From an optimization exercise on the open Yosys and OpenROAD flow, aimed at small area; shortcuts taken in it are not production practice.
RTL that was checked went through simulation tests only; none was proved equivalent to the original.
Function not checked in run 1: the RTL went through the layout flow alone.
The flow treats the clock pin as an ideal source. Dropping or thinning the clock tree relies on that and would not hold on a real chip.
Power figures rest on the tool's default switching activity, not on a simulated workload.

**flow/config.mk**
```make
export PLATFORM = sky130hd
export DESIGN_NAME = classifier_top
export DESIGN_NICKNAME = classifier_top
export VERILOG_FILES = /design/flow/design.v
export SDC_FILE = /design/flow/constraint.sdc
export NUM_CORES = 4
export LEC_CHECK = 0
export CAP_MARGIN = 20
export CORE_MARGIN = 2
export CORE_UTILIZATION = 40
export GPL_TIMING_DRIVEN = 0
export SETUP_SLACK_MARGIN = -0.3
export SLEW_MARGIN = 20
export SYNTH_HIERARCHICAL = 1
export SYNTH_MINIMUM_KEEP_SIZE = 0
```
**flow/constraint.sdc**
```tcl
create_clock -name core_clock -period 6.5 [get_ports {clk}]
set_input_delay 1.3000 -clock core_clock [delete_from_list [all_inputs] [get_ports {clk}]]
set_output_delay 1.3000 -clock core_clock [all_outputs]
set_load 0.01 [all_outputs]
```
**flow/design.v**
```verilog
module classifier_top (
  input  wire clk,
  input  wire rst_n,
  input  wire signed [3:0]  x_int4,
  input  wire signed [7:0]  w_int8,
  input  wire new_feat,
  input  wire new_class,
  input  wire [2:0] class_id,
  output reg  signed [19:0] acc20,
  output wire signed [19:0] max_score,
  output reg  [2:0] max_class
);
  wire one1;
  c_and2 u_one1 (x_int4[0], new_feat, one1);
  wire two2;
  c_and3b u_two2 (x_int4[0], x_int4[1], new_feat, two2);
  wire one3;
  c_xor2 u_one3 (x_int4[1], x_int4[2], one3);
  wire one4;
  c_and2 u_one4 (one3, new_feat, one4);
  wire two5;
  c_xor2 u_two5 (x_int4[3], x_int4[2], two5);
  wire two6;
  c_and3b u_two6 (one3, two5, new_feat, two6);
  wire sel7;
  c_nand2 u_sel7 (one1, w_int8[0], sel7);
  wire pp8;
  c_xnor2 u_pp8 (sel7, x_int4[1], pp8);
  wire sel9;
  c_a22oi u_sel9 (one1, w_int8[1], two2, w_int8[0], sel9);
  wire pp10;
  c_xnor2 u_pp10 (sel9, x_int4[1], pp10);
  wire sel11;
  c_a22oi u_sel11 (one1, w_int8[2], two2, w_int8[1], sel11);
  wire pp12;
  c_xnor2 u_pp12 (sel11, x_int4[1], pp12);
  wire sel13;
  c_a22oi u_sel13 (one1, w_int8[3], two2, w_int8[2], sel13);
  wire pp14;
  c_xnor2 u_pp14 (sel13, x_int4[1], pp14);
  wire sel15;
  c_a22oi u_sel15 (one1, w_int8[4], two2, w_int8[3], sel15);
  wire pp16;
  c_xnor2 u_pp16 (sel15, x_int4[1], pp16);
  wire sel17;
  c_a22oi u_sel17 (one1, w_int8[5], two2, w_int8[4], sel17);
  wire pp18;
  c_xnor2 u_pp18 (sel17, x_int4[1], pp18);
  wire sel19;
  c_a22oi u_sel19 (one1, w_int8[6], two2, w_int8[5], sel19);
  wire pp20;
  c_xnor2 u_pp20 (sel19, x_int4[1], pp20);
  wire sel21;
  c_a22oi u_sel21 (one1, w_int8[7], two2, w_int8[6], sel21);
  wire pp22;
  c_xnor2 u_pp22 (sel21, x_int4[1], pp22);
  wire sel23;
  c_a22oi u_sel23 (one1, w_int8[7], two2, w_int8[7], sel23);
  wire pp24;
  c_xor2 u_pp24 (sel23, x_int4[1], pp24);
  wire sel25;
  c_nand2 u_sel25 (one4, w_int8[0], sel25);
  wire pp26;
  c_xnor2 u_pp26 (sel25, x_int4[3], pp26);
  wire sel27;
  c_a22oi u_sel27 (one4, w_int8[1], two6, w_int8[0], sel27);
  wire pp28;
  c_xnor2 u_pp28 (sel27, x_int4[3], pp28);
  wire sel29;
  c_a22oi u_sel29 (one4, w_int8[2], two6, w_int8[1], sel29);
  wire pp30;
  c_xnor2 u_pp30 (sel29, x_int4[3], pp30);
  wire sel31;
  c_a22oi u_sel31 (one4, w_int8[3], two6, w_int8[2], sel31);
  wire pp32;
  c_xnor2 u_pp32 (sel31, x_int4[3], pp32);
  wire sel33;
  c_a22oi u_sel33 (one4, w_int8[4], two6, w_int8[3], sel33);
  wire pp34;
  c_xnor2 u_pp34 (sel33, x_int4[3], pp34);
  wire sel35;
  c_a22oi u_sel35 (one4, w_int8[5], two6, w_int8[4], sel35);
  wire pp36;
  c_xnor2 u_pp36 (sel35, x_int4[3], pp36);
  wire sel37;
  c_a22oi u_sel37 (one4, w_int8[6], two6, w_int8[5], sel37);
  wire pp38;
  c_xnor2 u_pp38 (sel37, x_int4[3], pp38);
  wire sel39;
  c_a22oi u_sel39 (one4, w_int8[7], two6, w_int8[6], sel39);
  wire pp40;
  c_xnor2 u_pp40 (sel39, x_int4[3], pp40);
  wire sel41;
  c_a22oi u_sel41 (one4, w_int8[7], two6, w_int8[7], sel41);
  wire pp42;
  c_xor2 u_pp42 (sel41, x_int4[3], pp42);
  wire f43, f44;
  c_fa u_f43 (acc20[0], x_int4[1], pp8, f43, f44);
  wire f45, f46;
  c_fa u_f45 (acc20[1], pp10, f44, f45, f46);
  wire f47, f48;
  c_fa u_f47 (acc20[2], x_int4[3], pp12, f47, f48);
  wire f49, f50;
  c_fa u_f49 (pp26, f47, f46, f49, f50);
  wire f51, f52;
  c_fa u_f51 (acc20[3], pp14, pp28, f51, f52);
  wire f53, f54;
  c_fa u_f53 (f48, f51, f50, f53, f54);
  wire f55, f56;
  c_fa u_f55 (acc20[4], pp16, pp30, f55, f56);
  wire h57, h58;
  c_ha u_h57 (f52, f55, h57, h58);
  wire f59, f60;
  c_fa u_f59 (acc20[5], pp18, pp32, f59, f60);
  wire f61, f62;
  c_fa u_f61 (f56, f59, h58, f61, f62);
  wire f63, f64;
  c_fa u_f63 (acc20[6], pp20, pp34, f63, f64);
  wire h65, h66;
  c_ha u_h65 (f60, f63, h65, h66);
  wire f67, f68;
  c_fa u_f67 (acc20[7], pp22, pp36, f67, f68);
  wire f69, f70;
  c_fa u_f69 (f64, f67, h66, f69, f70);
  wire co71;
  c_nor2 u_co71 (acc20[8], pp24, co71);
  wire s72;
  c_xnor2 u_s72 (acc20[8], pp24, s72);
  wire f73, f74;
  c_fa u_f73 (pp38, s72, f68, f73, f74);
  wire co75;
  c_nor2 u_co75 (acc20[9], pp40, co75);
  wire i76;
  c_inv u_i76 (co71, i76);
  wire s77;
  c_xnor2 u_s77 (acc20[9], pp40, s77);
  wire f78, f79;
  c_fa u_f78 (i76, s77, f74, f78, f79);
  wire i80;
  c_inv u_i80 (co75, i80);
  wire f81, f82;
  c_fa u_f81 (acc20[10], pp42, i80, f81, f82);
  wire h83, h84;
  c_ha u_h83 (h57, f54, h83, h84);
  wire s85;
  c_xnor2 u_s85 (f61, h84, s85);
  wire cy86;
  c_nand2 u_cy86 (f61, h84, cy86);
  wire pn87;
  c_xnor2 u_pn87 (h65, f62, pn87);
  wire gn88;
  c_nand2 u_gn88 (h65, f62, gn88);
  wire s89;
  c_xnor2 u_s89 (pn87, cy86, s89);
  wire cy90;
  c_o21ai u_cy90 (pn87, cy86, gn88, cy90);
  wire s91;
  c_xnor2 u_s91 (f69, cy90, s91);
  wire cy92;
  c_nand2 u_cy92 (f69, cy90, cy92);
  wire pn93;
  c_xnor2 u_pn93 (f73, f70, pn93);
  wire gn94;
  c_nand2 u_gn94 (f73, f70, gn94);
  wire s95;
  c_xnor2 u_s95 (pn93, cy92, s95);
  wire cy96;
  c_o21ai u_cy96 (pn93, cy92, gn94, cy96);
  wire s97;
  c_xnor2 u_s97 (f78, cy96, s97);
  wire cy98;
  c_nand2 u_cy98 (f78, cy96, cy98);
  wire pn99;
  c_xnor2 u_pn99 (f81, f79, pn99);
  wire gn100;
  c_nand2 u_gn100 (f81, f79, gn100);
  wire s101;
  c_xnor2 u_s101 (pn99, cy98, s101);
  wire cy102;
  c_o21ai u_cy102 (pn99, cy98, gn100, cy102);
  wire t103;
  c_xnor2 u_t103 (f82, cy102, t103);
  wire s104;
  c_xnor2 u_s104 (acc20[11], t103, s104);
  wire fk105;
  c_xnor2 u_fk105 (acc20[11], f82, fk105);
  wire tc106;
  c_nand2 u_tc106 (t103, fk105, tc106);
  wire s107;
  c_xor2 u_s107 (acc20[12], tc106, s107);
  wire fk108;
  c_xor2 u_fk108 (acc20[12], f82, fk108);
  wire tc109;
  c_nor2 u_tc109 (tc106, fk108, tc109);
  wire s110;
  c_xnor2 u_s110 (acc20[13], tc109, s110);
  wire fk111;
  c_xnor2 u_fk111 (acc20[13], f82, fk111);
  wire tc112;
  c_nand2 u_tc112 (tc109, fk111, tc112);
  wire s113;
  c_xor2 u_s113 (acc20[14], tc112, s113);
  wire fk114;
  c_xor2 u_fk114 (acc20[14], f82, fk114);
  wire tc115;
  c_nor2 u_tc115 (tc112, fk114, tc115);
  wire s116;
  c_xnor2 u_s116 (acc20[15], tc115, s116);
  wire fk117;
  c_xnor2 u_fk117 (acc20[15], f82, fk117);
  wire tc118;
  c_nand2 u_tc118 (tc115, fk117, tc118);
  wire s119;
  c_xor2 u_s119 (acc20[16], tc118, s119);
  wire fk120;
  c_xor2 u_fk120 (acc20[16], f82, fk120);
  wire tc121;
  c_nor2 u_tc121 (tc118, fk120, tc121);
  wire s122;
  c_xnor2 u_s122 (acc20[17], tc121, s122);
  wire fk123;
  c_xnor2 u_fk123 (acc20[17], f82, fk123);
  wire tc124;
  c_nand2 u_tc124 (tc121, fk123, tc124);
  wire s125;
  c_xor2 u_s125 (acc20[18], tc124, s125);
  wire fk126;
  c_xor2 u_fk126 (acc20[18], f82, fk126);
  wire tc127;
  c_nor2 u_tc127 (tc124, fk126, tc127);
  wire s128;
  c_xnor2 u_s128 (acc20[19], tc127, s128);
  wire z129;
  c_nor2b u_z129 (new_class, f43, z129);
  wire z130;
  c_nor2b u_z130 (new_class, f45, z130);
  wire z131;
  c_nor2b u_z131 (new_class, f49, z131);
  wire z132;
  c_nor2b u_z132 (new_class, f53, z132);
  wire z133;
  c_nor2b u_z133 (new_class, h83, z133);
  wire z134;
  c_nor2 u_z134 (new_class, s85, z134);
  wire z135;
  c_nor2 u_z135 (new_class, s89, z135);
  wire z136;
  c_nor2 u_z136 (new_class, s91, z136);
  wire z137;
  c_nor2 u_z137 (new_class, s95, z137);
  wire z138;
  c_nor2 u_z138 (new_class, s97, z138);
  wire z139;
  c_nor2 u_z139 (new_class, s101, z139);
  wire z140;
  c_nor2 u_z140 (new_class, s104, z140);
  wire z141;
  c_nor2 u_z141 (new_class, s107, z141);
  wire z142;
  c_nor2 u_z142 (new_class, s110, z142);
  wire z143;
  c_nor2 u_z143 (new_class, s113, z143);
  wire z144;
  c_nor2 u_z144 (new_class, s116, z144);
  wire z145;
  c_nor2 u_z145 (new_class, s119, z145);
  wire z146;
  c_nor2 u_z146 (new_class, s122, z146);
  wire z147;
  c_nor2 u_z147 (new_class, s125, z147);
  wire z148;
  c_nor2 u_z148 (new_class, s128, z148);
  wire gt149;
  c_nor2b u_gt149 (max_q[0], acc20[0], gt149);
  wire mn150;
  c_inv u_mn150 (max_q[1], mn150);
  wire gt151;
  c_maj3 u_gt151 (acc20[1], mn150, gt149, gt151);
  wire mn152;
  c_inv u_mn152 (max_q[2], mn152);
  wire gt153;
  c_maj3 u_gt153 (acc20[2], mn152, gt151, gt153);
  wire mn154;
  c_inv u_mn154 (max_q[3], mn154);
  wire gt155;
  c_maj3 u_gt155 (acc20[3], mn154, gt153, gt155);
  wire mn156;
  c_inv u_mn156 (max_q[4], mn156);
  wire gt157;
  c_maj3 u_gt157 (acc20[4], mn156, gt155, gt157);
  wire mn158;
  c_inv u_mn158 (max_q[5], mn158);
  wire gt159;
  c_maj3 u_gt159 (acc20[5], mn158, gt157, gt159);
  wire mn160;
  c_inv u_mn160 (max_q[6], mn160);
  wire gt161;
  c_maj3 u_gt161 (acc20[6], mn160, gt159, gt161);
  wire mn162;
  c_inv u_mn162 (max_q[7], mn162);
  wire gt163;
  c_maj3 u_gt163 (acc20[7], mn162, gt161, gt163);
  wire mn164;
  c_inv u_mn164 (max_q[8], mn164);
  wire gt165;
  c_maj3 u_gt165 (acc20[8], mn164, gt163, gt165);
  wire cpx166;
  c_nor2b u_cpx166 (max_q[9], acc20[9], cpx166);
  wire cpy167;
  c_nand2b u_cpy167 (acc20[9], max_q[9], cpy167);
  wire gt168;
  c_a21oi u_gt168 (cpy167, gt165, cpx166, gt168);
  wire cpx169;
  c_nand2b u_cpx169 (max_q[10], acc20[10], cpx169);
  wire cpy170;
  c_nor2b u_cpy170 (acc20[10], max_q[10], cpy170);
  wire gt171;
  c_o21ai u_gt171 (cpy170, gt168, cpx169, gt171);
  wire cpx172;
  c_nor2b u_cpx172 (max_q[11], acc20[11], cpx172);
  wire cpy173;
  c_nand2b u_cpy173 (acc20[11], max_q[11], cpy173);
  wire gt174;
  c_a21oi u_gt174 (cpy173, gt171, cpx172, gt174);
  wire cpx175;
  c_nand2b u_cpx175 (max_q[12], acc20[12], cpx175);
  wire cpy176;
  c_nor2b u_cpy176 (acc20[12], max_q[12], cpy176);
  wire gt177;
  c_o21ai u_gt177 (cpy176, gt174, cpx175, gt177);
  wire cpx178;
  c_nor2b u_cpx178 (max_q[13], acc20[13], cpx178);
  wire cpy179;
  c_nand2b u_cpy179 (acc20[13], max_q[13], cpy179);
  wire gt180;
  c_a21oi u_gt180 (cpy179, gt177, cpx178, gt180);
  wire cpx181;
  c_nand2b u_cpx181 (max_q[14], acc20[14], cpx181);
  wire cpy182;
  c_nor2b u_cpy182 (acc20[14], max_q[14], cpy182);
  wire gt183;
  c_o21ai u_gt183 (cpy182, gt180, cpx181, gt183);
  wire cpx184;
  c_nor2b u_cpx184 (max_q[15], acc20[15], cpx184);
  wire cpy185;
  c_nand2b u_cpy185 (acc20[15], max_q[15], cpy185);
  wire gt186;
  c_a21oi u_gt186 (cpy185, gt183, cpx184, gt186);
  wire cpx187;
  c_nand2b u_cpx187 (max_q[16], acc20[16], cpx187);
  wire cpy188;
  c_nor2b u_cpy188 (acc20[16], max_q[16], cpy188);
  wire gt189;
  c_o21ai u_gt189 (cpy188, gt186, cpx187, gt189);
  wire cpx190;
  c_nor2b u_cpx190 (max_q[17], acc20[17], cpx190);
  wire cpy191;
  c_nand2b u_cpy191 (acc20[17], max_q[17], cpy191);
  wire gt192;
  c_a21oi u_gt192 (cpy191, gt189, cpx190, gt192);
  wire cpx193;
  c_nand2b u_cpx193 (max_q[18], acc20[18], cpx193);
  wire cpy194;
  c_nor2b u_cpy194 (acc20[18], max_q[18], cpy194);
  wire gt195;
  c_o21ai u_gt195 (cpy194, gt192, cpx193, gt195);
  wire gt196;
  c_nor2b u_gt196 (acc20[19], gt195, gt196);
  wire updn197;
  c_nand2 u_updn197 (new_class, gt196, updn197);
  wire upd198;
  c_inv u_upd198 (updn197, upd198);
  wire md199;
  c_a22o u_md199 (upd198, acc20[0], updn197, max_q[0], md199);
  wire md200;
  c_a22o u_md200 (upd198, acc20[2], updn197, max_q[2], md200);
  wire md201;
  c_a22o u_md201 (upd198, acc20[4], updn197, max_q[4], md201);
  wire md202;
  c_a22o u_md202 (upd198, acc20[6], updn197, max_q[6], md202);
  wire md203;
  c_a22o u_md203 (upd198, acc20[8], updn197, max_q[8], md203);
  wire md204;
  c_a22o u_md204 (upd198, acc20[10], updn197, max_q[10], md204);
  wire md205;
  c_a22o u_md205 (upd198, acc20[12], updn197, max_q[12], md205);
  wire md206;
  c_a22o u_md206 (upd198, acc20[14], updn197, max_q[14], md206);
  wire md207;
  c_a22o u_md207 (upd198, acc20[16], updn197, max_q[16], md207);
  wire md208;
  c_a22o u_md208 (upd198, acc20[18], updn197, max_q[18], md208);
  wire md209;
  c_a22o u_md209 (upd198, class_id[1], updn197, max_class[1], md209);
  wire updn210;
  c_nand2 u_updn210 (new_class, gt196, updn210);
  wire upd211;
  c_inv u_upd211 (updn210, upd211);
  wire md212;
  c_a22o u_md212 (upd211, acc20[1], updn210, max_q[1], md212);
  wire md213;
  c_a22o u_md213 (upd211, acc20[3], updn210, max_q[3], md213);
  wire md214;
  c_a22o u_md214 (upd211, acc20[5], updn210, max_q[5], md214);
  wire md215;
  c_a22o u_md215 (upd211, acc20[7], updn210, max_q[7], md215);
  wire md216;
  c_a22o u_md216 (upd211, acc20[9], updn210, max_q[9], md216);
  wire md217;
  c_a22o u_md217 (upd211, acc20[11], updn210, max_q[11], md217);
  wire md218;
  c_a22o u_md218 (upd211, acc20[13], updn210, max_q[13], md218);
  wire md219;
  c_a22o u_md219 (upd211, acc20[15], updn210, max_q[15], md219);
  wire md220;
  c_a22o u_md220 (upd211, acc20[17], updn210, max_q[17], md220);
  wire md221;
  c_a22o u_md221 (upd211, class_id[0], updn210, max_class[0], md221);
  wire md222;
  c_a22o u_md222 (upd211, class_id[2], updn210, max_class[2], md222);
  wire [19:0] acc_d = {z148, z147, z146, z145, z144, z143, z142, z141, z140, z139, z138, z137, z136, z135, z134, z133, z132, z131, z130, z129};
  wire [18:0] max_d = {md208, md220, md207, md219, md206, md218, md205, md217, md204, md216, md203, md215, md202, md214, md201, md213, md200, md212, md199};
  wire [2:0] cls_d = {md222, md209, md221};
  reg [18:0] max_q;
  assign max_score = {1'b0, max_q};
  always @(posedge clk or negedge rst_n) begin
    if (!rst_n) begin
      acc20     <= 20'd0;
      max_q     <= 19'd0;
      max_class <= 3'd0;
    end else begin
      acc20     <= acc_d;
      max_q     <= max_d;
      max_class <= cls_d;
    end
  end
endmodule
module c_a21oi (input a1, input a2, input b1, output y);
  assign y = ~((a1 & a2) | b1);
endmodule
module c_a22o (input a1, input a2, input b1, input b2, output y);
  assign y = (a1 & a2) | (b1 & b2);
endmodule
module c_a22oi (input a1, input a2, input b1, input b2, output y);
  assign y = ~((a1 & a2) | (b1 & b2));
endmodule
module c_and2 (input a, input b, output y);
  assign y = a & b;
endmodule
module c_and3b (input an, input b, input c, output y);
  assign y = ~an & b & c;
endmodule
module c_fa (input a, input b, input c, output s, output co);
  assign s = a ^ b ^ c;
  assign co = (a & b) | (a & c) | (b & c);
endmodule
module c_ha (input a, input b, output s, output co);
  assign s = a ^ b;
  assign co = a & b;
endmodule
module c_inv (input a, output y);
  assign y = ~a;
endmodule
module c_maj3 (input a, input b, input c, output y);
  assign y = (a & b) | (a & c) | (b & c);
endmodule
module c_nand2 (input a, input b, output y);
  assign y = ~(a & b);
endmodule
module c_nand2b (input an, input b, output y);
  assign y = an | ~b;
endmodule
module c_nor2 (input a, input b, output y);
  assign y = ~(a | b);
endmodule
module c_nor2b (input a, input bn, output y);
  assign y = ~a & bn;
endmodule
module c_o21ai (input a1, input a2, input b1, output y);
  assign y = ~((a1 | a2) & b1);
endmodule
module c_xnor2 (input a, input b, output y);
  assign y = ~(a ^ b);
endmodule
module c_xor2 (input a, input b, output y);
  assign y = a ^ b;
endmodule
```
**flow/flow/run.sh**
```bash
#!/bin/bash
# The standard layout (standard.sh) with these changes to how the layout is made:
#  - the port buffers that buffer_ports inserts are sky130_fd_sc_hd__buf_1;
#  - clock tree synthesis inserts no dummy loads, and its tree (a root buffer and leaf
#    buffers) is then reduced to 3 leaf buffers, each driving a balanced group of registers
#    from the group's centre (collapse.tcl); every register is still clocked through the
#    root and one leaf;
#  - the reset port's buffer is made sky130_fd_sc_hd__buf_4 before repair_design (rst.tcl),
#    since it drives every register's reset;
#  - after the standard synthesis (run unchanged), combinational cells that synthesis
#    upsized are set back to their smallest drive strength (downsize.tcl); the floorplan's
#    timing repair and the later repair steps upsize again wherever timing needs it.
# Each tool's output goes to its own log file here.
set -euo pipefail
export BUFFER_PORTS_ARGS="-buffer_cell sky130_fd_sc_hd__buf_1"
export CTS_ARGS="-sink_clustering_enable -repair_clock_nets -dont_use_dummy_load"
export POST_CTS_TCL=$PWD/flow/collapse.tcl CLK_KEEP=3
export PRE_RESIZE_TCL=$PWD/flow/rst.tcl RST_BUF_CELL=sky130_fd_sc_hd__buf_4
export CLK_LEAF_CELL=sky130_fd_sc_hd__clkbuf_8 CLK_ROOT_CELL=sky130_fd_sc_hd__clkbuf_4
bash standard.sh synth > synth.log 2>&1
export RESULTS=orfs/results/sky130hd/classifier_top/base
openroad -no_init -exit flow/downsize.tcl > downsize.log 2>&1
bash standard.sh finish > standard_flow.log 2>&1
```
**flow/flow/collapse.tcl**
```tcl
# Reduce the clock tree that clock_tree_synthesis built (a root buffer feeding leaf buffers)
# to $::env(CLK_KEEP) leaf buffers of $::env(CLK_LEAF_CELL) under a root of
# $::env(CLK_ROOT_CELL): the clock sinks are split into that many balanced groups by
# position, each kept leaf drives one group and moves to its centre, and the placement is
# legalized again. Every register is still clocked through the root and one leaf buffer.
set block [ord::get_db_block]
set clk_net [$block findNet clk]
set roots {}
foreach it [$clk_net getITerms] {
  if {[$it isInputSignal]} { lappend roots [$it getInst] }
}
proc inst_xy {inst} {
  set b [$inst getBBox]
  return [list [expr {([$b xMin] + [$b xMax]) / 2}] [expr {([$b yMin] + [$b yMax]) / 2}]]
}
if {[llength $roots] != 1} {
  puts "collapse: clock port feeds [llength $roots] cells; left as is"
  return
}
set root [lindex $roots 0]
set n0 [[$root findITerm X] getNet]
set leaves {}
set sinks {}
foreach it [$n0 getITerms] {
  if {![$it isInputSignal]} { continue }
  set l [$it getInst]
  if {![string match *clkbuf* [[$l getMaster] getName]]} { continue }
  lappend leaves $l
  foreach s [[[$l findITerm X] getNet] getITerms] {
    if {[$s isInputSignal]} { lappend sinks $s }
  }
}
set K [expr {min($::env(CLK_KEEP), [llength $leaves])}]
set N [llength $sinks]
# balanced grouping: sort sinks by x (or y, whichever spread is larger), cut into K runs,
# then sort each run by the other axis is not needed for K <= 3
set xs {}; set ys {}
foreach s $sinks { lassign [inst_xy [$s getInst]] x y; lappend xs $x; lappend ys $y }
set dx [expr {[tcl::mathfunc::max {*}$xs] - [tcl::mathfunc::min {*}$xs]}]
set dy [expr {[tcl::mathfunc::max {*}$ys] - [tcl::mathfunc::min {*}$ys]}]
set axis [expr {$dx >= $dy ? 0 : 1}]
set keyed {}
foreach s $sinks { lappend keyed [list [lindex [inst_xy [$s getInst]] $axis] $s] }
set keyed [lsort -integer -index 0 $keyed]
set kept [lrange $leaves 0 [expr {$K - 1}]]
# detach every sink and drop the leaves not kept
foreach s $sinks { $s disconnect }
foreach l [lrange $leaves $K end] {
  set n1 [[$l findITerm X] getNet]
  [$l findITerm A] disconnect
  [$l findITerm X] disconnect
  odb::dbInst_destroy $l
  odb::dbNet_destroy $n1
}
for {set g 0} {$g < $K} {incr g} {
  set l [lindex $kept $g]
  set net [[$l findITerm X] getNet]
  set lo [expr {($g * $N) / $K}]
  set hi [expr {(($g + 1) * $N) / $K - 1}]
  set sx 0; set sy 0; set cnt 0
  foreach e [lrange $keyed $lo $hi] {
    set s [lindex $e 1]
    $s connect $net
    lassign [inst_xy [$s getInst]] x y
    incr sx $x; incr sy $y; incr cnt
  }
  replace_cell [$l getName] $::env(CLK_LEAF_CELL)
  set cx [expr {$sx / $cnt}]; set cy [expr {$sy / $cnt}]
  set m [$l getMaster]
  $l setLocation [expr {$cx - [$m getWidth] / 2}] [expr {$cy - [$m getHeight] / 2}]
  $l setPlacementStatus PLACED
  puts "collapse: leaf [$l getName] drives $cnt sinks"
}
replace_cell [$root getName] $::env(CLK_ROOT_CELL)
detailed_placement
puts "collapse: kept $K of [llength $leaves] leaves for $N sinks"
```
**flow/flow/downsize.tcl**
```tcl
# Set every combinational cell of the synthesized netlist to its smallest-area variant of
# the same function (e.g. nor2b_4 -> nor2b_1). Registers, buffers and tie cells are kept.
set results $::env(RESULTS)
read_db $results/1_synth.odb
read_liberty $::env(FLOW_HOME)/platforms/sky130hd/lib/sky130_fd_sc_hd__tt_025C_1v80.lib
set db [ord::get_db]
set block [[$db getChip] getBlock]
set n 0
foreach inst [$block getInsts] {
  set m [[$inst getMaster] getName]
  if {![regexp {^sky130_fd_sc_hd__([a-z0-9]+)_([0-9]+)$} $m -> base size]} { continue }
  if {[regexp {^(df|edf|sdf|dl|buf|clkbuf|clkdly|dlygate|dlymetal|conb|tap|fill|decap|diode|lpflow|probe)} $base]} { continue }
  set best $m
  set best_area [[$inst getMaster] getWidth]
  foreach s {0 1 2} {
    set cand "sky130_fd_sc_hd__${base}_$s"
    set cm [$db findMaster $cand]
    if {$cm == "NULL" || $cand == $m} { continue }
    if {[get_lib_cells -quiet $cand] == ""} { continue }
    if {[$cm getWidth] < $best_area} {
      set best $cand
      set best_area [$cm getWidth]
    }
  }
  if {$best != $m} {
    puts "[$inst getName]: $m -> $best"
    replace_cell [$inst getName] $best
    incr n
  }
}
puts "downsized $n cells"
write_db $results/1_synth.odb
```
**flow/flow/rst.tcl**
```tcl
# Size the reset input's port buffer for its load (all register resets) up front
set block [ord::get_db_block]
set bt [$block findBTerm rst_n]
set net [$bt getNet]
foreach it [$net getITerms] {
  if {[$it isInputSignal]} {
    set inst [$it getInst]
    puts "rst buffer [$inst getName] [[$inst getMaster] getName] -> $::env(RST_BUF_CELL)"
    replace_cell [$inst getName] $::env(RST_BUF_CELL)
  }
}
```
**flow/standard.sh**
```bash
#!/bin/bash
# synth_recipe.tcl (not shown) runs the flow's synth.tcl, then flattens the netlist and writes it again
# the make line also repeats each setting of config.mk as NAME=value (left out here)
make -C /OpenROAD-flow-scripts/flow DESIGN_CONFIG=/design/flow/config.mk WORK_HOME=/design/flow/orfs CLKGATE_MAP_FILE= SYNTH_SCRIPT=/design/flow/synth_recipe.tcl "${@:-finish}"
```
==> impl_metrics.prom, run 1 <==
# TYPE chip_impl_metric gauge
chip_impl_info{name="run_status",value="complete, no violations"} 1
chip_impl_metric{name="io_buffer_count",unit=""} 60
chip_impl_metric{name="netlist_instances",unit=""} 248
chip_impl_metric{name="finish.net_count",unit=""} 351
chip_impl_info{name="crit_path_start_kind",value="input pin"} 1
chip_impl_metric{name="clock_insertion_delay_worst_skew",unit="ns"} 0.32
chip_impl_metric{name="power_report.internal_total",unit="W"} 0.0008325
chip_impl_metric{name="power.share.clock",unit="%"} 8.4
chip_impl_metric{name="pre_cts_slack",unit="ns"} -0.1059
chip_impl_metric{name="timing.critical_path.fanout_max",unit=""} 12
chip_impl_metric{name="totalWireLength",unit="um"} 5387
chip_impl_metric{name="gpl.final_weighted_congestion",unit=""} 0.7361
chip_impl_metric{name="timing.reg2reg.setup_slack",unit="ns"} 0.47
chip_impl_info{name="hp-class",value="reg -> reg"} 1
chip_impl_info{name="reg2reg_from",value="acc20[0]"} 1
chip_impl_metric{name="worst_slack",unit="ns"} 0.3088
chip_impl_metric{name="max_slew_margin",unit="%"} 36.16
chip_impl_metric{name="tns",unit="ns"} 0
chip_impl_metric{name="drive_above_1_share",unit="%"} 1.923
chip_impl_metric{name="vdd_drop_max",unit="mV"} 0.3334
chip_impl_metric{name="r2r_cells",unit=""} 23
chip_impl_metric{name="antennaDiodeCount",unit=""} 0
chip_impl_metric{name="path_clk_slew",unit="ns"} 0.09
chip_impl_metric{name="power_density",unit="nW/um^2"} 500.3
chip_impl_info{name="worst_setup_path_end_kind",value="flop"} 1
chip_impl_info{name="crit_type",value="in -> reg"} 1
chip_impl_info{name="r2r-end",value="max_q[0]"} 1
chip_impl_metric{name="grt_first_pass_wirelength",unit="um"} 8990
chip_impl_metric{name="avgRoutedWirePerCell",unit="um"} 13.85
chip_impl_metric{name="synth_nets",unit=""} 285
chip_impl_info{name="crit_path_end",value="acc20[19]"} 1
chip_impl_info{name="hold_path_startpoint",value="max_class[0]"} 1
chip_impl_metric{name="area_of_the_die",unit="sq um"} 7325
chip_impl_metric{name="placement.cell_area",unit="sq um"} 2988
chip_impl_metric{name="fin_hold_ws",unit="ns"} 0.5086
chip_impl_metric{name="maxClockFrequency",unit="MHz"} 161.5
chip_impl_metric{name="switching_share_of_power",unit="%"} 45.21
chip_impl_metric{name="drc_errors",unit=""} 0
chip_impl_metric{name="worst_pin_slew",unit="ns"} 0.9576
chip_impl_metric{name="detailed_place_hpwl",unit="um"} 4023
chip_impl_metric{name="dieWidth",unit="um"} 85.59
chip_impl_metric{name="initial_utilization",unit="%"} 41.69
chip_impl_metric{name="syn_avg_cell_area",unit="sq um"} 10.74
chip_impl_metric{name="ff_latch_area",unit="sq um"} 1051
chip_impl_metric{name="final_core_util",unit="%"} 47.55
chip_impl_metric{name="yosysWarnings",unit=""} 7
chip_impl_metric{name="vias_per_cell",unit=""} 4.933
chip_impl_metric{name="grt_pass1_vias",unit=""} 1833
chip_impl_metric{name="global_route.usage.total",unit="%"} 15.41
chip_impl_metric{name="finalMaxSlewViolations",unit=""} 0
chip_impl_metric{name="final_min_period_over_clock_period",unit="%"} 95.25
chip_impl_metric{name="drt-pass1-iter-count",unit=""} 4
chip_impl_metric{name="io_pins",unit=""} 62
chip_impl_metric{name="area_growth_syn_to_layout",unit="%"} 14.05
chip_impl_metric{name="fin_area",unit="sq um"} 3037
chip_impl_metric{name="vias",unit=""} 1919
chip_impl_metric{name="fin_worst_skew",unit="ns"} 0.006518
chip_impl_metric{name="total_number_of_clock_tree_sinks",unit=""} 42
chip_impl_metric{name="grt_antenna_before_repair",unit=""} 0
chip_impl_metric{name="mappedNetlistArea",unit="sq um"} 2663
chip_impl_metric{name="die_height",unit="um"} 85.59
chip_impl_metric{name="power_frac_seq",unit="%"} 30.5
chip_impl_metric{name="comb_power_share",unit="%"} 61.1
chip_impl_metric{name="number_of_nets_still_failing_antenna_checks_after_routing",unit=""} 0
chip_impl_metric{name="maximum_number_of_pins_on_one_net_before_global_route_repair",unit=""} 43
chip_impl_metric{name="gr-total-overflow",unit=""} 0
chip_impl_metric{name="num_rows",unit=""} 29
chip_impl_info{name="cp-startpoint",value="x_int4[1]"} 1
chip_impl_metric{name="worst-endpoint-required",unit="ns"} 6.68
chip_impl_metric{name="hold_viol",unit=""} 0
chip_impl_metric{name="fin_crit",unit="ns"} 6.191
chip_impl_metric{name="multiInputGateArea",unit="sq um"} 1559
chip_impl_metric{name="critical_path_arrival",unit="ns"} 6.37
chip_impl_metric{name="core",unit="sq um"} 6386
chip_impl_metric{name="detailedRoute.firstIterationViolations",unit=""} 78
chip_impl_metric{name="power.switching",unit="W"} 0.0006869
chip_impl_metric{name="power.leakage",unit="nW"} 1.253
chip_impl_metric{name="fillers",unit=""} 652
chip_impl_metric{name="finalSetupViolations",unit=""} 0
chip_impl_metric{name="drv_cap",unit=""} 0
critical path, stage by stage:
cell     delay, ns
buf_1         0.59
xor2_1        0.16
and3b_1       0.42
a22oi_1       0.13
xnor2_1       0.18
fa_1          0.44
ha_1          0.20
fa_1          0.51
nand2_1       0.09
o21ai_1       0.21
nand2_1       0.11
o21ai_1       0.22
nand2_1       0.12
o21ai_1       0.18
xnor2_1       0.18
nand2_1       0.13
nor2_1        0.18
nand2_1       0.12
nor2_1        0.17
nand2_1       0.11
nor2_1        0.18
nand2_1       0.12
nor2_1        0.13
xnor2_1       0.13
nor2_1        0.06
metrics by stage:
step / std cells / power [W]
global route: 389 / 0.001676
floorplan: 248 / 0.001164
detailed placement: 385 / 0.001412
global placement: 385 / 0.001393
finish: 389 / 0.001519
power groups by stage:
| stage | Clock (W) | Sequential (W) | Combinational [W] |
|---|---|---|---|
| 2_1_floorplan | 0 | 0.000489 | 0.000675 |
| 3_3_place_gp | 0 | 0.000465 | 0.000927 |
| 3_5_place_dp | 0 | 0.000470 | 0.000942 |
| 5_1_grt | 0.000138 | 0.000481 | 0.00106 |
| 6_report | 0.000128 | 0.000463 | 0.000929 |
how the worst min path moves through the flow:
stage | cells after the start | slack [ns] | end
finish | 1 | 0.51 | max_class[0]
global route | 1 | 0.54 | max_class[1]
detailed placement | 1 | 0.48 | max_class[0]
global placement | 1 | 0.48 | max_class[2]
floorplan | 1 | 0.53 | max_class[0]
metal layers:
layer	GRT usage, %	vias up	wire length [um]
met2	25.00	46	2483
li1	-	970	-
met5	0	-	0
met1	21.76	900	2594
met3	2.021	3	268
met4	4.329	0	41
flip-flops by register name, summed over array words and instances, names as in the netlist:
register and cells:
max_class 3, acc20 20, max_q 19
placed cells by master (no fill, tap or decap), types with 10 or more instances in the layout:
cell,count
a22o_1,22
a22oi_1,16
buf_1,59
dfrtp_1,42
fa_1,15
inv_1,12
nand2_1,14
nand2b_1,10
nor2_1,21
nor2b_1,17
xnor2_1,37
xor2_1,12
final cells by class:
class / count / area share (%)
buffer: 1 / 0.2472
multi-input combinational: 193 / 51.34
clock buffer: 4 / 1.607
sequential: 42 / 34.61
tap: 77 / 3.173
timing repair buffer: 60 / 7.540
inverter: 12 / 1.483
==> run 2: changes to the inputs <==
--- a/flow/design.v
+++ b/flow/design.v
@@ -306,119 +306,117 @@
   c_maj3 u_gt165 (acc20[8], mn164, gt163, gt165);
-  wire cpx166;
-  c_nor2b u_cpx166 (max_q[9], acc20[9], cpx166);
-  wire cpy167;
-  c_nand2b u_cpy167 (acc20[9], max_q[9], cpy167);
-  wire gt168;
-  c_a21oi u_gt168 (cpy167, gt165, cpx166, gt168);
-  wire cpx169;
-  c_nand2b u_cpx169 (max_q[10], acc20[10], cpx169);
-  wire cpy170;
-  c_nor2b u_cpy170 (acc20[10], max_q[10], cpy170);
-  wire gt171;
-  c_o21ai u_gt171 (cpy170, gt168, cpx169, gt171);
-  wire cpx172;
-  c_nor2b u_cpx172 (max_q[11], acc20[11], cpx172);
-  wire cpy173;
-  c_nand2b u_cpy173 (acc20[11], max_q[11], cpy173);
-  wire gt174;
-  c_a21oi u_gt174 (cpy173, gt171, cpx172, gt174);
-  wire cpx175;
-  c_nand2b u_cpx175 (max_q[12], acc20[12], cpx175);
-  wire cpy176;
-  c_nor2b u_cpy176 (acc20[12], max_q[12], cpy176);
-  wire gt177;
-  c_o21ai u_gt177 (cpy176, gt174, cpx175, gt177);
-  wire cpx178;
-  c_nor2b u_cpx178 (max_q[13], acc20[13], cpx178);
-  wire cpy179;
-  c_nand2b u_cpy179 (acc20[13], max_q[13], cpy179);
-  wire gt180;
-  c_a21oi u_gt180 (cpy179, gt177, cpx178, gt180);
-  wire cpx181;
-  c_nand2b u_cpx181 (max_q[14], acc20[14], cpx181);
-  wire cpy182;
-  c_nor2b u_cpy182 (acc20[14], max_q[14], cpy182);
-  wire gt183;
-  c_o21ai u_gt183 (cpy182, gt180, cpx181, gt183);
-  wire cpx184;
-  c_nor2b u_cpx184 (max_q[15], acc20[15], cpx184);
-  wire cpy185;
-  c_nand2b u_cpy185 (acc20[15], max_q[15], cpy185);
-  wire gt186;
-  c_a21oi u_gt186 (cpy185, gt183, cpx184, gt186);
-  wire cpx187;
-  c_nand2b u_cpx187 (max_q[16], acc20[16], cpx187);
-  wire cpy188;
-  c_nor2b u_cpy188 (acc20[16], max_q[16], cpy188);
-  wire gt189;
-  c_o21ai u_gt189 (cpy188, gt186, cpx187, gt189);
-  wire cpx190;
-  c_nor2b u_cpx190 (max_q[17], acc20[17], cpx190);
-  wire cpy191;
-  c_nand2b u_cpy191 (acc20[17], max_q[17], cpy191);
-  wire gt192;
-  c_a21oi u_gt192 (cpy191, gt189, cpx190, gt192);
-  wire cpx193;
-  c_nand2b u_cpx193 (max_q[18], acc20[18], cpx193);
-  wire cpy194;
-  c_nor2b u_cpy194 (acc20[18], max_q[18], cpy194);
+  wire mn166;
+  c_inv u_mn166 (max_q[9], mn166);
+  wire gt167;
+  c_maj3 u_gt167 (acc20[9], mn166, gt165, gt167);
+  wire cpx168;
+  c_nor2b u_cpx168 (max_q[10], acc20[10], cpx168);
+  wire cpy169;
+  c_nand2b u_cpy169 (acc20[10], max_q[10], cpy169);
+  wire gt170;
+  c_a21oi u_gt170 (cpy169, gt167, cpx168, gt170);
+  wire cpx171;
+  c_nand2b u_cpx171 (max_q[11], acc20[11], cpx171);
+  wire cpy172;
+  c_nor2b u_cpy172 (acc20[11], max_q[11], cpy172);
+  wire gt173;
+  c_o21ai u_gt173 (cpy172, gt170, cpx171, gt173);
+  wire cpx174;
+  c_nor2b u_cpx174 (max_q[12], acc20[12], cpx174);
+  wire cpy175;
+  c_nand2b u_cpy175 (acc20[12], max_q[12], cpy175);
+  wire gt176;
+  c_a21oi u_gt176 (cpy175, gt173, cpx174, gt176);
+  wire cpx177;
+  c_nand2b u_cpx177 (max_q[13], acc20[13], cpx177);
+  wire cpy178;
+  c_nor2b u_cpy178 (acc20[13], max_q[13], cpy178);
+  wire gt179;
+  c_o21ai u_gt179 (cpy178, gt176, cpx177, gt179);
+  wire cpx180;
+  c_nor2b u_cpx180 (max_q[14], acc20[14], cpx180);
+  wire cpy181;
+  c_nand2b u_cpy181 (acc20[14], max_q[14], cpy181);
+  wire gt182;
+  c_a21oi u_gt182 (cpy181, gt179, cpx180, gt182);
+  wire cpx183;
+  c_nand2b u_cpx183 (max_q[15], acc20[15], cpx183);
+  wire cpy184;
+  c_nor2b u_cpy184 (acc20[15], max_q[15], cpy184);
+  wire gt185;
+  c_o21ai u_gt185 (cpy184, gt182, cpx183, gt185);
+  wire cpx186;
+  c_nor2b u_cpx186 (max_q[16], acc20[16], cpx186);
+  wire cpy187;
+  c_nand2b u_cpy187 (acc20[16], max_q[16], cpy187);
+  wire gt188;
+  c_a21oi u_gt188 (cpy187, gt185, cpx186, gt188);
+  wire cpx189;
+  c_nand2b u_cpx189 (max_q[17], acc20[17], cpx189);
+  wire cpy190;
+  c_nor2b u_cpy190 (acc20[17], max_q[17], cpy190);
+  wire gt191;
+  c_o21ai u_gt191 (cpy190, gt188, cpx189, gt191);
+  wire cpx192;
+  c_nor2b u_cpx192 (max_q[18], acc20[18], cpx192);
+  wire cpy193;
+  c_nand2b u_cpy193 (acc20[18], max_q[18], cpy193);
+  wire gt194;
+  c_a21oi u_gt194 (cpy193, gt191, cpx192, gt194);
   wire gt195;
-  c_o21ai u_gt195 (cpy194, gt192, cpx193, gt195);
-  wire gt196;
-  c_nor2b u_gt196 (acc20[19], gt195, gt196);
-  wire updn197;
-  c_nand2 u_updn197 (new_class, gt196, updn197);
-  wire upd198;
-  c_inv u_upd198 (updn197, upd198);
+  c_nor2 u_gt195 (acc20[19], gt194, gt195);
+  wire updn196;
+  c_nand2 u_updn196 (new_class, gt195, updn196);
+  wire upd197;
+  c_inv u_upd197 (updn196, upd197);
+  wire md198;
+  c_a22o u_md198 (upd197, acc20[0], updn196, max_q[0], md198);
   wire md199;
-  c_a22o u_md199 (upd198, acc20[0], updn197, max_q[0], md199);
+  c_a22o u_md199 (upd197, acc20[2], updn196, max_q[2], md199);
   wire md200;
-  c_a22o u_md200 (upd198, acc20[2], updn197, max_q[2], md200);
+  c_a22o u_md200 (upd197, acc20[4], updn196, max_q[4], md200);
   wire md201;
-  c_a22o u_md201 (upd198, acc20[4], updn197, max_q[4], md201);
+  c_a22o u_md201 (upd197, acc20[6], updn196, max_q[6], md201);
   wire md202;
-  c_a22o u_md202 (upd198, acc20[6], updn197, max_q[6], md202);
+  c_a22o u_md202 (upd197, acc20[8], updn196, max_q[8], md202);
   wire md203;
-  c_a22o u_md203 (upd198, acc20[8], updn197, max_q[8], md203);
+  c_a22o u_md203 (upd197, acc20[10], updn196, max_q[10], md203);
   wire md204;
-  c_a22o u_md204 (upd198, acc20[10], updn197, max_q[10], md204);
+  c_a22o u_md204 (upd197, acc20[12], updn196, max_q[12], md204);
   wire md205;
-  c_a22o u_md205 (upd198, acc20[12], updn197, max_q[12], md205);
+  c_a22o u_md205 (upd197, acc20[14], updn196, max_q[14], md205);
   wire md206;
-  c_a22o u_md206 (upd198, acc20[14], updn197, max_q[14], md206);
+  c_a22o u_md206 (upd197, acc20[16], updn196, max_q[16], md206);
   wire md207;
-  c_a22o u_md207 (upd198, acc20[16], updn197, max_q[16], md207);
+  c_a22o u_md207 (upd197, acc20[18], updn196, max_q[18], md207);
   wire md208;
-  c_a22o u_md208 (upd198, acc20[18], updn197, max_q[18], md208);
-  wire md209;
-  c_a22o u_md209 (upd198, class_id[1], updn197, max_class[1], md209);
-  wire updn210;
-  c_nand2 u_updn210 (new_class, gt196, updn210);
-  wire upd211;
-  c_inv u_upd211 (updn210, upd211);
+  c_a22o u_md208 (upd197, class_id[1], updn196, max_class[1], md208);
+  wire updn209;
+  c_nand2 u_updn209 (new_class, gt195, updn209);
+  wire upd210;
+  c_inv u_upd210 (updn209, upd210);
+  wire md211;
+  c_a22o u_md211 (upd210, acc20[1], updn209, max_q[1], md211);
   wire md212;
-  c_a22o u_md212 (upd211, acc20[1], updn210, max_q[1], md212);
+  c_a22o u_md212 (upd210, acc20[3], updn209, max_q[3], md212);
   wire md213;
-  c_a22o u_md213 (upd211, acc20[3], updn210, max_q[3], md213);
+  c_a22o u_md213 (upd210, acc20[5], updn209, max_q[5], md213);
   wire md214;
-  c_a22o u_md214 (upd211, acc20[5], updn210, max_q[5], md214);
+  c_a22o u_md214 (upd210, acc20[7], updn209, max_q[7], md214);
   wire md215;
-  c_a22o u_md215 (upd211, acc20[7], updn210, max_q[7], md215);
+  c_a22o u_md215 (upd210, acc20[9], updn209, max_q[9], md215);
   wire md216;
-  c_a22o u_md216 (upd211, acc20[9], updn210, max_q[9], md216);
+  c_a22o u_md216 (upd210, acc20[11], updn209, max_q[11], md216);
   wire md217;
-  c_a22o u_md217 (upd211, acc20[11], updn210, max_q[11], md217);
+  c_a22o u_md217 (upd210, acc20[13], updn209, max_q[13], md217);
   wire md218;
-  c_a22o u_md218 (upd211, acc20[13], updn210, max_q[13], md218);
+  c_a22o u_md218 (upd210, acc20[15], updn209, max_q[15], md218);
   wire md219;
-  c_a22o u_md219 (upd211, acc20[15], updn210, max_q[15], md219);
+  c_a22o u_md219 (upd210, acc20[17], updn209, max_q[17], md219);
   wire md220;
-  c_a22o u_md220 (upd211, acc20[17], updn210, max_q[17], md220);
+  c_a22o u_md220 (upd210, class_id[0], updn209, max_class[0], md220);
   wire md221;
-  c_a22o u_md221 (upd211, class_id[0], updn210, max_class[0], md221);
-  wire md222;
-  c_a22o u_md222 (upd211, class_id[2], updn210, max_class[2], md222);
+  c_a22o u_md221 (upd210, class_id[2], updn209, max_class[2], md221);
   wire [19:0] acc_d = {z148, z147, z146, z145, z144, z143, z142, z141, z140, z139, z138, z137, z136, z135, z134, z133, z132, z131, z130, z129};
-  wire [18:0] max_d = {md208, md220, md207, md219, md206, md218, md205, md217, md204, md216, md203, md215, md202, md214, md201, md213, md200, md212, md199};
-  wire [2:0] cls_d = {md222, md209, md221};
+  wire [18:0] max_d = {md207, md219, md206, md218, md205, md217, md204, md216, md203, md215, md202, md214, md201, md213, md200, md212, md199, md211, md198};
+  wire [2:0] cls_d = {md221, md208, md220};
   reg [18:0] max_q;
==> run 2 against run 1 <==
Net effect: clock power about the same; total power shrank 0.58%; utilization is 0.098 points lower; critical endpoint is now max_q[4]; highest routed layer unchanged; still clean on timing, DRC and antenna; largest cell class unchanged; synthesized area fell by 0.23%; via count increased by 2.1%; non-clock buffer count stayed put; critical path depth fell by 2; sequential cell count unchanged; critical path type is now reg -> reg; first-iteration DRC count down 7.7%; global-route usage up 0.085 points.
==> impl_metrics.prom, run 2 <==
# TYPE chip_impl_metric gauge
chip_impl_metric{name="grt_antenna_before_repair",unit=""} 0
chip_impl_metric{name="total_number_of_clock_tree_sinks",unit=""} 42
chip_impl_metric{name="totalWireLength",unit="um"} 5306
chip_impl_metric{name="critical_path.n_buffers_inverters",unit=""} 1
chip_impl_info{name="crit_chain",value="nor2b_1, maj3_1, maj3_1, maj3_1, maj3_1, maj3_1, maj3_1, maj3_1, maj3_1, maj3_1, a21oi_1, o21ai_1, a21oi_1, o21ai_1, a21oi_1, o21ai_1, a21oi_1, o21ai_1, a21oi_1, nor2_1, nand2_1, inv_1, a22o_1"} 1
chip_impl_metric{name="grt_pass1_vias",unit=""} 1907
chip_impl_metric{name="drv_cap",unit=""} 0
chip_impl_info{name="cpLargestDelayFamily",value="adder cells"} 1
chip_impl_metric{name="number_of_nets_still_failing_antenna_checks_after_routing",unit=""} 0
chip_impl_metric{name="grt_first_pass_wirelength",unit="um"} 8997
chip_impl_metric{name="global_route.usage.total",unit="%"} 15.50
chip_impl_metric{name="vias",unit=""} 1960
chip_impl_info{name="path_common_cell",value="maj3_1"} 1
chip_impl_metric{name="io_buffer_count",unit=""} 60
chip_impl_info{name="worst_setup_path_end_kind",value="flop"} 1
chip_impl_info{name="reg2reg_from",value="acc20[0]"} 1
chip_impl_metric{name="power.leakage",unit="nW"} 1.250
chip_impl_info{name="largest_registers",value="acc20 (20), max_q (19), max_class (3)"} 1
chip_impl_info{name="critPathSlowestCell",value="dfrtp_1"} 1
chip_impl_metric{name="hold_viol",unit=""} 0
chip_impl_metric{name="area_of_the_die",unit="sq um"} 7309
chip_impl_info{name="crit_path_start_kind",value="flop"} 1
chip_impl_metric{name="routed_met3_length",unit="um"} 275
chip_impl_info{name="largest_register",value="acc20"} 1
chip_impl_info{name="crit_type",value="reg -> reg"} 1
chip_impl_info{name="cp-startpoint",value="acc20[0]"} 1
chip_impl_metric{name="fin_worst_skew",unit="ns"} 0.007167
chip_impl_metric{name="netlist_instances",unit=""} 247
chip_impl_metric{name="largest_register_ffs",unit=""} 20
chip_impl_metric{name="io_pins",unit=""} 62
chip_impl_info{name="top_layer_used",value="met4"} 1
chip_impl_metric{name="placed_cells_incl_taps",unit=""} 384
chip_impl_metric{name="avgRoutedWirePerCell",unit="um"} 13.68
chip_impl_metric{name="finalPower",unit="W"} 0.001511
chip_impl_metric{name="drt-pass1-iter-count",unit=""} 4
chip_impl_metric{name="path_clk_slew",unit="ns"} 0.09
chip_impl_metric{name="core",unit="sq um"} 6386
chip_impl_metric{name="syn_avg_cell_area",unit="sq um"} 10.75
chip_impl_metric{name="synth_nets",unit=""} 284
chip_impl_metric{name="instances_no_fill",unit=""} 388
chip_impl_metric{name="finish.net_count",unit=""} 350
chip_impl_info{name="hp-class",value="reg -> reg"} 1
chip_impl_metric{name="finalSetupViolations",unit=""} 0
chip_impl_metric{name="placement.cell_area",unit="sq um"} 2982
chip_impl_metric{name="worst_pin_slew",unit="ns"} 0.9149
chip_impl_metric{name="drc_errors",unit=""} 0
chip_impl_metric{name="vdd_drop_max",unit="mV"} 0.2666
chip_impl_metric{name="power_density",unit="nW/um^2"} 498.5
chip_impl_metric{name="final_min_period_over_clock_period",unit="%"} 96.89
chip_impl_metric{name="timing.critical_path.fanout_max",unit=""} 12
chip_impl_metric{name="worst-endpoint-required",unit="ns"} 6.71
chip_impl_metric{name="critical_path_arrival",unit="ns"} 6.51
chip_impl_metric{name="yosysWarnings",unit=""} 7
chip_impl_metric{name="drive_above_1_share",unit="%"} 1.929
chip_impl_metric{name="num_rows",unit=""} 29
chip_impl_metric{name="die_height",unit="um"} 85.49
chip_impl_info{name="mostFrequentLayoutCell",value="buf_1"} 1
chip_impl_metric{name="detailed_place_hpwl",unit="um"} 3990
chip_impl_metric{name="fin_area",unit="sq um"} 3030
chip_impl_metric{name="area_growth_syn_to_layout",unit="%"} 14.08
chip_impl_metric{name="maxClockFrequency",unit="MHz"} 158.8
chip_impl_metric{name="dieWidth",unit="um"} 85.49
chip_impl_metric{name="clock_insertion_delay_worst_skew",unit="ns"} 0.32
chip_impl_info{name="final_cell_mix",value="buf_1, dfrtp_1, xnor2_1, nor2_1, a22o_1"} 1
chip_impl_metric{name="maximum_number_of_pins_on_one_net_before_global_route_repair",unit=""} 43
chip_impl_metric{name="mappedNetlistArea",unit="sq um"} 2656
chip_impl_info{name="run_status",value="complete, no violations"} 1
chip_impl_metric{name="met1_length",unit="um"} 2456
chip_impl_metric{name="detailedRoute.firstIterationViolations",unit=""} 72
chip_impl_metric{name="critPathMaxStageDelay",unit="ns"} 0.43
chip_impl_metric{name="gpl.final_weighted_congestion",unit=""} 0.7119
chip_impl_metric{name="max_slew_margin",unit="%"} 39.01
chip_impl_metric{name="vias_per_cell",unit=""} 5.052
chip_impl_metric{name="finalMaxSlewViolations",unit=""} 0
chip_impl_metric{name="met2WireLength",unit="um"} 2479
chip_impl_metric{name="gr-total-overflow",unit=""} 0
chip_impl_metric{name="initial_utilization",unit="%"} 41.59
chip_impl_metric{name="fin_crit",unit="ns"} 6.298
chip_impl_info{name="hold_path_startpoint",value="max_class[0]"} 1
chip_impl_metric{name="antennaDiodeCount",unit=""} 0
==> run 2: power by group <==
group          leakage [nW]  internal [W]  switching, W
registers             0.555      0.000357      0.000103
logic                 0.669      0.000422      0.000503
clock network        0.0262     0.0000491     0.0000759
total                  1.25      0.000828      0.000682
==> run 2: final timing paths <==
kind                       cells past startpoint  slack [ns]            to
max                                           23        0.20      max_q[4]
min in group asynchronous                      1        0.95     max_q[15]
max reg2reg                                   23        0.20      max_q[4]
min                                            1        0.50  max_class[0]
min reg2reg                                    1        0.50  max_class[0]
max in group asynchronous                      1        5.18     max_q[16]
==> run 2: through the flow <==
stage / TNS (ns) / util (%) / hold WS [ns] / setup slack [ns]
after global routing: -5.230 / 47.45 / 0.5317 / -0.2788
final: 0 / 47.45 / 0.4989 / 0.2020
after detailed placement: -0.08616 / 46.69 / 0.4805 / -0.08616
after global placement: 0 / 46.63 / 0.4787 / 0.01850
after floorplan: 0 / - / 0.5324 / 1.039
==> run 2: worst reg2reg max path, cell delays in order (launching register included) <==
cell	delay, ns
dfrtp_1	0.43
nor2b_1	0.15
maj3_1	0.36
maj3_1	0.37
maj3_1	0.36
maj3_1	0.36
maj3_1	0.37
maj3_1	0.37
maj3_1	0.36
maj3_1	0.37
maj3_1	0.36
a21oi_1	0.15
o21ai_1	0.10
a21oi_1	0.18
o21ai_1	0.11
a21oi_1	0.14
o21ai_1	0.09
a21oi_1	0.14
o21ai_1	0.09
a21oi_1	0.12
nor2_1	0.07
nand2_1	0.42
inv_1	0.39
a22o_1	0.33
==> run 2: layout make-up <==
class / instances / area, sq um
buffer: 1 / 7.507
clock buffer: 4 / 48.80
fill: 635 / 3356
inverter: 13 / 48.80
multi-input combinational: 191 / 1549
sequential: 42 / 1051
tap: 77 / 96.34
timing repair buffer: 60 / 229.0
==> run 2: metal layers <==
metal | vias up | global-route usage, %
li1 | 966 | -
met1 | 934 | 19.28
met2 | 53 | 27.20
met3 | 7 | 2.695
met4 | 0 | 5.339
met5 | - | 0
==> run 3: changes to the inputs <==
--- a/flow/flow/run.sh
+++ b/flow/flow/run.sh
@@ -4,5 +4,5 @@
 #  - clock tree synthesis inserts no dummy loads, and its tree (a root buffer and leaf
-#    buffers) is then reduced to 3 leaf buffers, each driving a balanced group of registers
-#    from the group's centre (collapse.tcl); every register is still clocked through the
-#    root and one leaf;
+#    buffers) is then reduced to 3 leaf buffers driven by the clock port, each driving a
+#    balanced group of registers from the group's centre (collapse.tcl); every register is
+#    still clocked through exactly one buffer;
 #  - the reset port's buffer is made sky130_fd_sc_hd__buf_4 before repair_design (rst.tcl),
@@ -18,3 +18,3 @@
 export PRE_RESIZE_TCL=$PWD/flow/rst.tcl RST_BUF_CELL=sky130_fd_sc_hd__buf_4
-export CLK_LEAF_CELL=sky130_fd_sc_hd__clkbuf_8 CLK_ROOT_CELL=sky130_fd_sc_hd__clkbuf_4
+export CLK_LEAF_CELL=sky130_fd_sc_hd__clkbuf_8 CLK_ROOT_CELL=none
 bash standard.sh synth > synth.log 2>&1
--- a/flow/flow/collapse.tcl
+++ b/flow/flow/collapse.tcl
@@ -2,3 +2,3 @@
 # to $::env(CLK_KEEP) leaf buffers of $::env(CLK_LEAF_CELL) under a root of
-# $::env(CLK_ROOT_CELL): the clock sinks are split into that many balanced groups by
+# $::env(CLK_ROOT_CELL) (none: no root, the clock port drives the leaves): the clock sinks are split into that many balanced groups by
 # position, each kept leaf drives one group and moves to its centre, and the placement is
@@ -73,3 +73,14 @@
 }
-replace_cell [$root getName] $::env(CLK_ROOT_CELL)
+if {$::env(CLK_ROOT_CELL) == "none"} {
+  foreach l $kept {
+    [$l findITerm A] disconnect
+    [$l findITerm A] connect $clk_net
+  }
+  [$root findITerm A] disconnect
+  [$root findITerm X] disconnect
+  odb::dbInst_destroy $root
+  odb::dbNet_destroy $n0
+} else {
+  replace_cell [$root getName] $::env(CLK_ROOT_CELL)
+}
 detailed_placement
==> run 3 against run 2 <==
Net effect: via count shrank 0.66%; utilization down 0.078 points; critical path depth stayed put; sequential power about the same; cell count shrank 0.26%; first-iteration DRC count is 6.9% higher; critical path type unchanged.
==> impl_metrics.prom, run 3 <==
# TYPE chip_impl_metric gauge
chip_impl_info{name="crit_type",value="reg -> reg"} 1
chip_impl_metric{name="maxClockFrequency",unit="MHz"} 159.0
chip_impl_metric{name="instances_no_fill",unit=""} 387
chip_impl_metric{name="core",unit="sq um"} 6386
chip_impl_metric{name="power.share.clock",unit="%"} 7.2
chip_impl_metric{name="initial_utilization",unit="%"} 41.59
chip_impl_info{name="worst_setup_path_end_kind",value="flop"} 1
chip_impl_metric{name="grt_pass1_vias",unit=""} 1890
chip_impl_metric{name="critical_path_arrival",unit="ns"} 6.33
chip_impl_metric{name="timing.hold.worst_path_depth",unit=""} 1
chip_impl_info{name="r2r-end",value="max_q[4]"} 1
chip_impl_metric{name="timing.critical_path.fanout_max",unit=""} 12
chip_impl_metric{name="worst_slack",unit="ns"} 0.2093
chip_impl_metric{name="largest_register_ffs",unit=""} 20
chip_impl_metric{name="dieWidth",unit="um"} 85.49
chip_impl_metric{name="power.leakage",unit="nW"} 1.251
chip_impl_metric{name="finalPower",unit="W"} 0.001493
chip_impl_metric{name="r2r_cells",unit=""} 23
chip_impl_metric{name="path_clk_slew",unit="ns"} 0.09
chip_impl_metric{name="number_of_nets_still_failing_antenna_checks_after_routing",unit=""} 0
chip_impl_metric{name="synth_nets",unit=""} 284
chip_impl_metric{name="global_route.usage.total",unit="%"} 15.31
chip_impl_metric{name="netlist_instances",unit=""} 247
chip_impl_metric{name="totalWireLength",unit="um"} 5297
chip_impl_metric{name="timing.reg2reg.setup_slack",unit="ns"} 0.21
chip_impl_metric{name="area_growth_syn_to_layout",unit="%"} 13.90
chip_impl_metric{name="maximum_number_of_pins_on_one_net_before_global_route_repair",unit=""} 43
chip_impl_info{name="hp-class",value="reg -> reg"} 1
chip_impl_metric{name="power.switching",unit="W"} 0.0006714
chip_impl_metric{name="avgRoutedWirePerCell",unit="um"} 13.69
chip_impl_metric{name="vdd_drop_max",unit="mV"} 0.2650
chip_impl_info{name="reg2reg_from",value="acc20[0]"} 1
chip_impl_metric{name="clock_insertion_delay_worst_skew",unit="ns"} 0.15
chip_impl_metric{name="num_rows",unit=""} 29
chip_impl_metric{name="worst-endpoint-required",unit="ns"} 6.54
chip_impl_metric{name="mappedNetlistArea",unit="sq um"} 2656
chip_impl_metric{name="fin_crit",unit="ns"} 6.291
chip_impl_metric{name="placement.cell_area",unit="sq um"} 2982
chip_impl_metric{name="gr-total-overflow",unit=""} 0
chip_impl_metric{name="grt_first_pass_wirelength",unit="um"} 8956
chip_impl_metric{name="vias_per_cell",unit=""} 5.031
chip_impl_metric{name="comb_power_share",unit="%"} 62.0
chip_impl_metric{name="vias",unit=""} 1947
chip_impl_metric{name="drt-pass1-iter-count",unit=""} 4
chip_impl_info{name="largest_registers",value="acc20 (20), max_q (19), max_class (3)"} 1
chip_impl_metric{name="total_number_of_clock_tree_sinks",unit=""} 42
chip_impl_info{name="hold_path_startpoint",value="max_class[0]"} 1
chip_impl_info{name="crit_path_start_kind",value="flop"} 1
chip_impl_metric{name="finalSetupViolations",unit=""} 0
chip_impl_metric{name="drv_cap",unit=""} 0
chip_impl_metric{name="switching_share_of_power",unit="%"} 44.96
chip_impl_metric{name="io_pins",unit=""} 62
chip_impl_metric{name="detailedRoute.firstIterationViolations",unit=""} 77
chip_impl_metric{name="max_slew_margin",unit="%"} 37.67
chip_impl_metric{name="worst_pin_slew",unit="ns"} 0.9350
chip_impl_info{name="timing.hold.worst_endpoint",value="max_class[0]"} 1
chip_impl_metric{name="hold_viol",unit=""} 0
chip_impl_metric{name="die_height",unit="um"} 85.49
chip_impl_metric{name="yosysWarnings",unit=""} 7
chip_impl_metric{name="detailed_place_hpwl",unit="um"} 3990
chip_impl_metric{name="syn_avg_cell_area",unit="sq um"} 10.75
chip_impl_metric{name="fin_area",unit="sq um"} 3025
chip_impl_info{name="final_cell_mix",value="buf_1, dfrtp_1, xnor2_1, nor2_1, a22o_1"} 1
chip_impl_metric{name="drive_above_1_share",unit="%"} 2.258
chip_impl_metric{name="drc_errors",unit=""} 0
chip_impl_metric{name="finalMaxSlewViolations",unit=""} 0
chip_impl_metric{name="gpl.final_weighted_congestion",unit=""} 0.7119
chip_impl_metric{name="antennaDiodeCount",unit=""} 0
chip_impl_metric{name="area_of_the_die",unit="sq um"} 7309
chip_impl_metric{name="power_frac_seq",unit="%"} 30.8
chip_impl_metric{name="fin_worst_skew",unit="ns"} 0.007646
chip_impl_metric{name="finish.net_count",unit=""} 349
chip_impl_metric{name="pre_cts_slack",unit="ns"} -0.08616
chip_impl_info{name="largest_register",value="acc20"} 1
chip_impl_info{name="mostFrequentLayoutCell",value="buf_1"} 1
chip_impl_metric{name="io_buffer_count",unit=""} 60
chip_impl_metric{name="power_density",unit="nW/um^2"} 493.6
chip_impl_metric{name="power_report.internal_total",unit="W"} 0.0008221
chip_impl_info{name="run_status",value="complete, no violations"} 1
chip_impl_metric{name="grt_antenna_before_repair",unit=""} 0
chip_impl_metric{name="placed_cells_incl_taps",unit=""} 384
chip_impl_metric{name="final_min_period_over_clock_period",unit="%"} 96.78
==> run 3: worst max-delay path, cell delays in order (launching register included) <==
cell and delay [ns]:
dfrtp_1 0.43, nor2b_1 0.15, maj3_1 0.36, maj3_1 0.37, maj3_1 0.36, maj3_1 0.36
maj3_1 0.37, maj3_1 0.37, maj3_1 0.36, maj3_1 0.37, maj3_1 0.36, a21oi_1 0.15
o21ai_1 0.10, a21oi_1 0.17, o21ai_1 0.11, a21oi_1 0.14, o21ai_1 0.09, a21oi_1 0.14
o21ai_1 0.09, a21oi_1 0.12, nor2_1 0.07, nand2_1 0.41, inv_1 0.38, a22o_1 0.33
==> run 3: power by group through the flow <==
| stage | logic [W] | clock network [W] | registers, W |
|---|---|---|---|
| 6_report | 0.000925 | 0.000108 | 0.000460 |
| 5_1_grt | 0.00106 | 0.000120 | 0.000481 |
| 3_5_place_dp | 0.000938 | 0 | 0.000467 |
| 3_3_place_gp | 0.000922 | 0 | 0.000465 |
| 2_1_floorplan | 0.000673 | 0 | 0.000489 |
==> run 3: how the worst max path moves through the flow <==
stage	from	to	slack [ns]	depth (start not counted)
after detailed placement	x_int4[1]	acc20[19]	-0.09	25
after global routing	acc20[0]	max_q[2]	-0.25	23
final	acc20[0]	max_q[4]	0.21	23
after global placement	x_int4[1]	acc20[19]	0.02	25
after floorplan	acc20[0]	max_class[0]	1.04	23
==> run 3: area by class of cell <==
| class | instances | area, sq um |
|---|---|---|
| clock buffer | 3 | 41.29 |
| multi-input combinational | 191 | 1549 |
| timing repair buffer | 60 | 231.5 |
| buffer | 1 | 7.507 |
| tap | 77 | 96.34 |
| sequential | 42 | 1051 |
| fill | 634 | 3361 |
| inverter | 13 | 48.80 |
==> run 3: stage by stage <==
stage,utilization [%],TNS [ns],hold WS [ns]
2_1_floorplan,-,0,0.5324
3_3_place_gp,46.63,0,0.4787
3_5_place_dp,46.69,-0.08616,0.4805
5_1_grt,47.37,-4.952,0.5317
6_report,47.37,0,0.4989
==> run 3: routing by layer <==
| layer | vias up | share of wire, % | track usage, % |
|---|---|---|---|
| met5 | - | 0 | 0 |
| met4 | 0 | 1.3 | 4.040 |
| met3 | 5 | 5.3 | 2.695 |
| met2 | 52 | 47 | 27.20 |
| met1 | 927 | 47 | 19.28 |
| li1 | 963 | - | - |

what the ideal ports hide:
No port has a modelled driver above. Below, the same layouts with a new extraction and two added sets of constraints.
Step 1 assumes that a clkbuf_16 drives the clock port and a buf_2 every other input.
Step 2 also shifts input and output timing later by t, the mid clock arrival at the registers, as if the neighbouring blocks saw the same clock.
Three values: ideal ports, drivers, drivers and shift; two values: the first two.
run	shift t [ns]	setup WS [ns]	hold WS [ns]	clock arrival spread, ns	pins driven straight from the clock port
run 1	0.337	0.309 / 0.308 / -0.029	0.509 / 0.509 / 0.509	0.007 / 0.006	1
run 2	0.342	0.202 / 0.202 / -0.001	0.499 / 0.499 / 0.499	0.007 / 0.007	1
run 3	0.190	0.209 / 0.209 / 0.209	0.499 / 0.499 / 0.499	0.008 / 0.007	3
Met with ideal ports but missed after step 2: setup timing in run 1 and run 2. For run 1, which loses most, drivers alone change the setup slack by -0.001 ns; drivers and shift together by -0.338 ns.
